Background: an optimization exercise with open tools, aiming at a short achievable clock period and few clock cycles. Do not read the settings as production practice. The RTL was checked by simulation tests, not by an equivalence proof against the original design.

==> run a: inputs <==
==> flow/design.v (excerpt) <==
module cpu_datapath
(
	input  logic        clk,
	input  logic        rst,
	input  logic        mem_resp_i,
	                    mem_resp_d,
	input  logic [31:0] mem_rdata_i,
	                    mem_rdata_d,
	output logic        mem_read_i,
	                    mem_read_d,
	                    mem_write_i,
	                    mem_write_d,
	output logic [3:0]  mem_byte_enable_i,
	                    mem_byte_enable_d,
	output logic [31:0] mem_wdata_i,
	                    mem_wdata_d,
	                    mem_address_i,
	                    mem_address_d
);
clock: 9.0 ns
lec_check: 0
abc_clock_period_in_ps: 3000
cap_margin: 20
core_margin: 2
core_utilization: 40
setup_slack_margin: 5
slew_margin: 20
run.sh (not shown) runs the stock make flow with config.mk's settings and CLKGATE_MAP_FILE= SYNTH_SCRIPT=/design/flow/synth_recipe.tcl, a recipe that flattens the netlist after the stock synthesis.
==> run b: changes against run a <==
--- a/flow/design.v
+++ b/flow/design.v
@@ -174,41 +174,34 @@
               ? {{12{fq_word[31]}}, fq_word[19:12], fq_word[20], fq_word[30:21], 1'b0}
               : {{20{fq_word[31]}}, fq_word[7], fq_word[30:25], fq_word[11:8], 1'b0};
 logic           ts_v;
 logic [ICW-1:0] ts_idx;
 logic [TGW-1:0] ts_tag;
 logic [17:0]    ts_p;
 logic [31:0]    ts_t;
 logic           e_upd, ts_upd;
-logic           u_v, u_tk;
-logic [11:0]    u_pc, u_tgt;
-assign e_upd  = u_v && ic_valid[u_pc[ICW-1:0]] && (ic_tag[u_pc[ICW-1:0]] == u_pc[11:ICW])
-                && !(pf_fill && pf_idx == u_pc[ICW-1:0]);
+assign e_upd  = e_valid && e_br && ic_valid[e_pc_lo[ICW-1:0]] && (ic_tag[e_pc_lo[ICW-1:0]] == e_pc_lo[11:ICW])
+                && !(pf_fill && pf_idx == e_pc_lo[ICW-1:0]);
 assign ts_upd = ts_v && (ts_t[31:14] == ts_p) && (ts_t[1:0] == 2'b00) && ic_valid[ts_idx] && (ic_tag[ts_idx] == ts_tag)
-                && !(pf_fill && pf_idx == ts_idx) && !(e_upd && u_pc[ICW-1:0] == ts_idx);
+                && !(pf_fill && pf_idx == ts_idx) && !(e_upd && e_pc_lo[ICW-1:0] == ts_idx);
 always_ff @(posedge clk) begin
 	if (rst) ic_valid <= '0;
 	else if (pf_fill) ic_valid[pf_idx] <= 1'b1;
 	if (pf_fill) begin
 		ic_data[pf_idx] <= mem_rdata_i;
 		ic_tag[pf_idx]  <= pf[13:ICW+2];
 	end
 	if (rst) ic_tk <= '0;
 	else begin
-		if (e_upd)  ic_tk[u_pc[ICW-1:0]] <= u_tk;
+		if (e_upd)  ic_tk[e_pc_lo[ICW-1:0]] <= x_taken & e_brt_ok;
 		if (ts_upd) ic_tk[ts_idx] <= 1'b1;
 		if (pf_fill) ic_tk[pf_idx] <= 1'b0;
 	end
-	if (e_upd)  ic_tgt[u_pc[ICW-1:0]] <= u_tgt;
-	if (rst) u_v <= 1'b0;
-	else u_v <= e_valid & e_br;
-	u_pc  <= e_pc_lo;
-	u_tk  <= x_taken & e_brt_ok;
-	u_tgt <= e_brt_lo;
+	if (e_upd)  ic_tgt[e_pc_lo[ICW-1:0]] <= e_brt_lo;
 	if (ts_upd) ic_tgt[ts_idx] <= ts_t[13:2];
 	if (rst) begin
 		fq_v <= 1'b0;
 		ts_v <= 1'b0;
 	end else begin
 		fq_v <= pf_fill & ((mem_rdata_i[6:2] == OP_JAL) | ((mem_rdata_i[6:2] == OP_BR) & mem_rdata_i[31]));
 		ts_v <= fq_v;
 	end
==> run c: changes against run a <==
--- a/flow/design.v
+++ b/flow/design.v
@@ -12,25 +12,25 @@
 	                    mem_write_d,
 	output logic [3:0]  mem_byte_enable_i,
 	                    mem_byte_enable_d,
 	output logic [31:0] mem_wdata_i,
 	                    mem_wdata_d,
 	                    mem_address_i,
 	                    mem_address_d
 );
-localparam int QD = 2;           
-localparam int QW = 1;           
+localparam int QD = 4;           
+localparam int QW = 2;           
 localparam int IC = 32;          
 localparam int ICW = 5;
 localparam int AHEAD = 18;      
-function automatic logic [1:0] cmp_tree(input logic [30:0] a, input logic [30:0] b);
+function automatic logic [1:0] cmp_tree(input logic [31:0] a, input logic [31:0] b);
 	logic [31:0] lt, eq;
-	lt = {1'b0, ~a & b};
-	eq = {1'b1, ~(a ^ b)};
+	lt = ~a & b;
+	eq = ~(a ^ b);
 	for (int w = 1; w < 32; w = w * 2)
 		for (int i = 0; i < 32; i = i + 2 * w) begin
 			lt[i] = lt[i+w] | (eq[i+w] & lt[i]);
 			eq[i] = eq[i+w] & eq[i];
 		end
 	cmp_tree = {lt[0], eq[0]};
 endfunction
 function automatic logic [31:0] ks_add(input logic [31:0] a, input logic [31:0] b, input logic cin);
@@ -118,117 +118,87 @@
 logic [31:0] q_pc    [QD];
 logic        q_pred  [QD];
 logic [QW-1:0] q_head, q_tail;
 logic [QW:0]   q_count;
 logic          q_full;
 assign q_full = (q_count == QD[QW:0]);
 logic        pd_pending;
 logic [31:0] pd_pc, pd_instr, pd_target, pd_imm;
-logic        pushed_q;
+logic [QW-1:0] pd_slot;
+assign pd_slot  = q_tail - 1'b1;       
+assign pd_instr = q_instr[pd_slot];
+assign pd_pc    = q_pc[pd_slot];
 assign pd_imm = (pd_instr[6:2] == OP_JAL)
               ? {{12{pd_instr[31]}}, pd_instr[19:12], pd_instr[20], pd_instr[30:21], 1'b0}
               : {{20{pd_instr[31]}}, pd_instr[7], pd_instr[30:25], pd_instr[11:8], 1'b0};
-logic        lp_auipc, pd_is_jalr, f_fuse;
-logic [4:0]  lp_rd;          
+logic        pd_seq, pd_is_jalr, f_fuse;
 logic [31:0] au_val, pd_dest;
 assign pd_is_jalr = (pd_instr[6:2] == OP_JALR);
-assign f_fuse = (f_word[6:2] == OP_JALR) & lp_auipc & (lp_rd == f_word[19:15]);
+assign f_fuse = (f_word[6:2] == OP_JALR) & pd_seq & (pd_instr[6:2] == OP_AUIPC)
+              & (pd_instr[11:7] == f_word[19:15]) & (pd_instr[11:7] != 5'd0);
 logic [31:0] pd_jalr_sum;
 assign pd_jalr_sum = au_val + {{21{pd_instr[31]}}, pd_instr[30:20]};
 assign pd_dest = pd_is_jalr ? {pd_jalr_sum[31:1], 1'b0} : pd_pc + pd_imm;
 assign pd_target = pd_dest;
 logic pd_redirect, push, pop;
 assign pd_redirect = pd_pending & ~e_redirect;
 assign push = f_got & ~q_full & ~pd_pending;
 always_ff @(posedge clk) begin
 	if (rst) begin
 		pc_f <= 32'h0000_0060;
 		pf <= 32'h0000_0060;
 		pd_pending <= 1'b0;
-		lp_auipc <= 1'b0;
-		pushed_q <= 1'b0;
+		pd_seq <= 1'b0;
 	end else begin
 		if (e_redirect)        pc_f <= alt_use ? alt_next : e_target;
 		else if (pd_redirect)  pc_f <= pd_target;
 		else if (push)         pc_f <= f_tk ? {pc_f[31:14], ic_tgt[ic_idx], 2'b00} : pc_f + 32'd4;
 		pd_pending <= e_redirect ? (alt_use & alt_pred & ~alt_tk) : (push & ((f_pred & ~f_tk) | f_fuse));
-		pushed_q <= e_redirect ? alt_use : push;
-		if (e_redirect) lp_auipc <= alt_use & (alt_word[6:2] == OP_AUIPC) & (alt_word[11:7] != 5'd0);
-		else if (push)  lp_auipc <= (f_word[6:2] == OP_AUIPC) & (f_word[11:7] != 5'd0);
+		pd_seq <= e_redirect ? alt_use : (push | pd_seq);
 		if (~ic_hit & ~pf_same)           pf <= pc_f;
 		else if (pf_go & (pf_hit | mem_resp_i)) pf <= pf + 32'd4;
 	end
-	if (pushed_q) au_val <= pd_pc + {pd_instr[31:12], 12'h000};
-	if (e_redirect) begin
-		pd_pc    <= e_alt_target;
-		pd_instr <= alt_word;
-	end else begin
-		pd_pc    <= pc_f;
-		pd_instr <= f_word;
-	end
-	if (e_redirect)  lp_rd <= alt_word[11:7];
-	else if (push)   lp_rd <= f_word[11:7];
+	au_val <= pd_pc + {pd_instr[31:12], 12'h000};
 end
-logic           fq_v;
-logic [31:0]    fq_addr, fq_word, fq_imm;
-assign fq_imm = (fq_word[6:2] == OP_JAL)
-              ? {{12{fq_word[31]}}, fq_word[19:12], fq_word[20], fq_word[30:21], 1'b0}
-              : {{20{fq_word[31]}}, fq_word[7], fq_word[30:25], fq_word[11:8], 1'b0};
 logic           ts_v;
 logic [ICW-1:0] ts_idx;
 logic [TGW-1:0] ts_tag;
 logic [17:0]    ts_p;
 logic [31:0]    ts_t;
-logic           e_upd, ts_upd;
-logic           u_v, u_tk;
-logic [11:0]    u_pc, u_tgt;
-assign e_upd  = u_v && ic_valid[u_pc[ICW-1:0]] && (ic_tag[u_pc[ICW-1:0]] == u_pc[11:ICW])
-                && !(pf_fill && pf_idx == u_pc[ICW-1:0]);
-assign ts_upd = ts_v && (ts_t[31:14] == ts_p) && (ts_t[1:0] == 2'b00) && ic_valid[ts_idx] && (ic_tag[ts_idx] == ts_tag)
-                && !(pf_fill && pf_idx == ts_idx) && !(e_upd && u_pc[ICW-1:0] == ts_idx);
 always_ff @(posedge clk) begin
 	if (rst) ic_valid <= '0;
 	else if (pf_fill) ic_valid[pf_idx] <= 1'b1;
 	if (pf_fill) begin
 		ic_data[pf_idx] <= mem_rdata_i;
 		ic_tag[pf_idx]  <= pf[13:ICW+2];
 	end
 	if (rst) ic_tk <= '0;
 	else begin
-		if (e_upd)  ic_tk[u_pc[ICW-1:0]] <= u_tk;
-		if (ts_upd) ic_tk[ts_idx] <= 1'b1;
+		if (e_valid && e_br && ic_valid[e_pc_lo[ICW-1:0]] && ic_tag[e_pc_lo[ICW-1:0]] == e_pc_lo[11:ICW])
+			ic_tk[e_pc_lo[ICW-1:0]] <= x_taken & e_brt_ok;
+		if (ts_v && (ts_t[31:14] == ts_p) && (ts_t[1:0] == 2'b00) && ic_valid[ts_idx] && ic_tag[ts_idx] == ts_tag
+		    && !(pf_fill && pf_idx == ts_idx))
+			ic_tk[ts_idx] <= 1'b1;
 		if (pf_fill) ic_tk[pf_idx] <= 1'b0;
 	end
-	if (e_upd)  ic_tgt[u_pc[ICW-1:0]] <= u_tgt;
-	if (rst) u_v <= 1'b0;
-	else u_v <= e_valid & e_br;
-	u_pc  <= e_pc_lo;
-	u_tk  <= x_taken & e_brt_ok;
-	u_tgt <= e_brt_lo;
-	if (ts_upd) ic_tgt[ts_idx] <= ts_t[13:2];
-	if (rst) begin
-		fq_v <= 1'b0;
-		ts_v <= 1'b0;
-	end else begin
-		fq_v <= pf_fill & ((mem_rdata_i[6:2] == OP_JAL) | ((mem_rdata_i[6:2] == OP_BR) & mem_rdata_i[31]));
-		ts_v <= fq_v;
-	end
-	fq_addr <= pf;
-	fq_word <= mem_rdata_i;
-	ts_idx <= fq_addr[ICW+1:2];
-	ts_tag <= fq_addr[13:ICW+2];
-	ts_p   <= fq_addr[31:14];
-	ts_t   <= fq_addr + fq_imm;
+	if (e_valid && e_br) ic_tgt[e_pc_lo[ICW-1:0]] <= e_brt_lo;
+	if (ts_v) ic_tgt[ts_idx] <= ts_t[13:2];
+	if (rst) ts_v <= 1'b0;
+	else ts_v <= pd_pending & ~pd_is_jalr;
+	ts_idx <= pd_pc[ICW+1:2];
+	ts_tag <= pd_pc[13:ICW+2];
+	ts_p   <= pd_pc[31:14];
+	ts_t   <= pd_target;
 end
 always_ff @(posedge clk) begin
 	if (rst | e_redirect) begin
 		q_head <= '0;
-		q_tail <= QW'(alt_use & ~rst);
-		q_count <= (QW+1)'(alt_use & ~rst);
+		q_tail <= {{(QW-1){1'b0}}, alt_use & ~rst};
+		q_count <= {{QW{1'b0}}, alt_use & ~rst};
 	end else begin
 		if (push) q_tail <= q_tail + 1'b1;
 		if (pop)  q_head <= q_head + 1'b1;
 		q_count <= q_count + {{QW{1'b0}}, push} - {{QW{1'b0}}, pop};
 	end
 	if (e_redirect) begin
 		q_instr[0] <= alt_word;
 		q_pc[0]    <= e_alt_target;
@@ -376,39 +346,38 @@
 		e_a     <= d_a;
 		e_b     <= ((d_reg_op | d_br) & d_b_e) ? x_res : (d_reg_op | d_br) ? d_b_rest : d_store ? d_s_imm : d_i_imm;
 		e_sd    <= d_b;
 	end
 end
 logic [31:0] x_a, x_b;
 assign x_a = e_a;
 assign x_b = e_b;
-logic [31:0] x_sum, x_alu;
+logic [31:0] x_sum, x_diff, x_alu;
 logic        x_eq, x_lt, x_ltu;
 logic [31:0] x_sra;
 assign x_sra = $signed(x_a) >>> x_b[4:0];
-assign x_sum  = ks_add(x_a, x_b ^ {32{s_diff}}, s_diff);
-logic [1:0] x_c;
-logic       x_msb_eq;
-assign x_c      = cmp_tree(x_a[30:0], x_b[30:0]);
-assign x_msb_eq = (x_a[31] == x_b[31]);
-assign x_eq     = x_c[0] & x_msb_eq;
-assign x_ltu    = (~x_a[31] & x_b[31]) | (x_msb_eq & x_c[1]);
-assign x_lt     = (x_a[31] & ~x_b[31]) | (x_msb_eq & x_c[1]);
-logic [31:0] x_oth;
-assign x_oth = ({32{s_sll}}  & (x_a << x_b[4:0]))
+assign x_sum  = ks_add(x_a, x_b, 1'b0);
+assign x_diff = ks_add(x_a, ~x_b, 1'b1);
+logic [1:0] x_cu, x_cs;
+assign x_cu   = cmp_tree(x_a, x_b);
+assign x_cs   = cmp_tree({~x_a[31], x_a[30:0]}, {~x_b[31], x_b[30:0]});
+assign x_eq   = x_cu[0];
+assign x_ltu  = x_cu[1];
+assign x_lt   = x_cs[1];
+assign x_alu = ({32{s_sum}}  & x_sum)
+             | ({32{s_diff}} & x_diff)
+             | ({32{s_sll}}  & (x_a << x_b[4:0]))
              | ({32{s_srl}}  & (x_a >> x_b[4:0]))
              | ({32{s_sra}}  & x_sra)
              | ({32{s_xor}}  & (x_a ^ x_b))
              | ({32{s_or}}   & (x_a | x_b))
              | ({32{s_and}}  & (x_a & x_b))
-             | {31'b0, (s_slt & x_lt) | (s_sltu & x_ltu)}
-             | ({32{e_const_sel}} & e_const);
-assign x_alu = x_oth;
-assign x_res = (s_sum | s_diff) ? x_sum : x_oth;
+             | {31'b0, (s_slt & x_lt) | (s_sltu & x_ltu)};
+assign x_res = x_alu | ({32{e_const_sel}} & e_const);
 logic x_taken;
 always_comb begin
 	case (e_f3[2:1])
 		2'b00:   x_taken = x_eq ^ e_f3[0];
 		2'b10:   x_taken = x_lt ^ e_f3[0];
 		2'b11:   x_taken = x_ltu ^ e_f3[0];
 		default: x_taken = 1'b0;
 	endcase
==> results.cfg <==
[power_and_ir_drop]
seqPwrFrac = 0.226

[synthesis]
yosysSeqAreaShare = 0.4974
synth_area_per_cell_sq_um = 12.22
yosysTopAreaCellShare = 0.4642
synth_compound_area_frac = 0.07343

[final_layout]
final_area_sq_um = 261100

[clock_tree]
clkSinkCount = 3606

[worst_setup_path]
slowest_delay_ps = 1010

[run_status]
status = complete, no violations

[routing]
viasPerCell = 6.752
num_vias = 171600

[placement]
dpl.hpwl_microns = 542300
Source of the figures above: run b

==> results.cfg <==
[run_status]
status = complete, no violations

[final_layout]
seq_share = 0.3952
nNonClkBuffers = 2280
final_area_sq_um = 267200

[placement]
dpl.hpwl_microns = 502400

[synthesis]
synth_area_per_cell_sq_um = 14.05
yosysTopAreaCellShare = 0.4787
yosysSeqAreaShare = 0.5026
synth_compound_area_frac = 0.06582

[worst_hold_path]
hp-class = reg -> reg

[power_and_ir_drop]
clock_power_uw = 17000

[routing]
viasPerCell = 6.726
num_vias = 159100

[worst_setup_path]
path_max_fanout = 7
slowest_delay_ps = 570

[clock_tree]
clkSinkCount = 3595

[die]
nWellTaps = 6968
Source of the figures above: run c

==> results.cfg <==
[die]
nWellTaps = 6968

[synthesis]
yosysTopAreaCellShare = 0.4632
yosysSeqAreaShare = 0.4984

[worst_setup_path]
slowest_delay_ps = 520
crit_path_top_delay_cell = dfxtp_4

[sta]
max_freq_ghz = 0.2055

[power_and_ir_drop]
power.share.switching = 0.4562
seqPwrFrac = 0.238

[run_status]
status = complete, no violations

[routing]
viasPerCell = 6.720

[flow_run]
cap_violations = 0

[final_layout]
final_area_sq_um = 259900
fin_util = 0.4949

[clock_tree]
clkSinkCount = 3627
Source of the figures above: run a

Testbench counts of run a, summed over its fixed seeds: cycles 80,611.
Testbench counts of run b, summed over its fixed seeds: cycles 80,611.
Testbench counts of run c, summed over its fixed seeds: cycles 80,735.

what the ideal ports hide:
Ports are ideal in the flow. The routed layouts listed here were re-timed in OpenROAD. Step 1 (the two cells are an assumption about what drives the block):
set clk [get_ports {clk}]
set_driving_cell -lib_cell sky130_fd_sc_hd__clkbuf_16 $clk
set_driving_cell -lib_cell sky130_fd_sc_hd__buf_2 [delete_from_list [all_inputs] $clk]
Step 2 times the ports against the registers' clock, not the clock port: input delays grow and output delays shrink by t, the midpoint of the rising clock arrivals with the driver on. a / b / c = ideal / step 1 / step 2; a / b = the first two.
run	shift t [ns]	slack for setup (ns)	worst setup path after step 2	worst slew at a driven data input, ns
run a	1.206	4.133 / 4.133 / 3.750	input to register	0.07
run b	1.147	4.480 / 4.480 / 3.855	input to register	0.17
run c	1.161	3.886 / 3.886 / 3.596	input to register	0.17
After both steps setup and hold are still met in every run listed. The setup slack of run b, which loses most, moves by 0.000 ns with the drivers and by -0.625 ns with both steps.
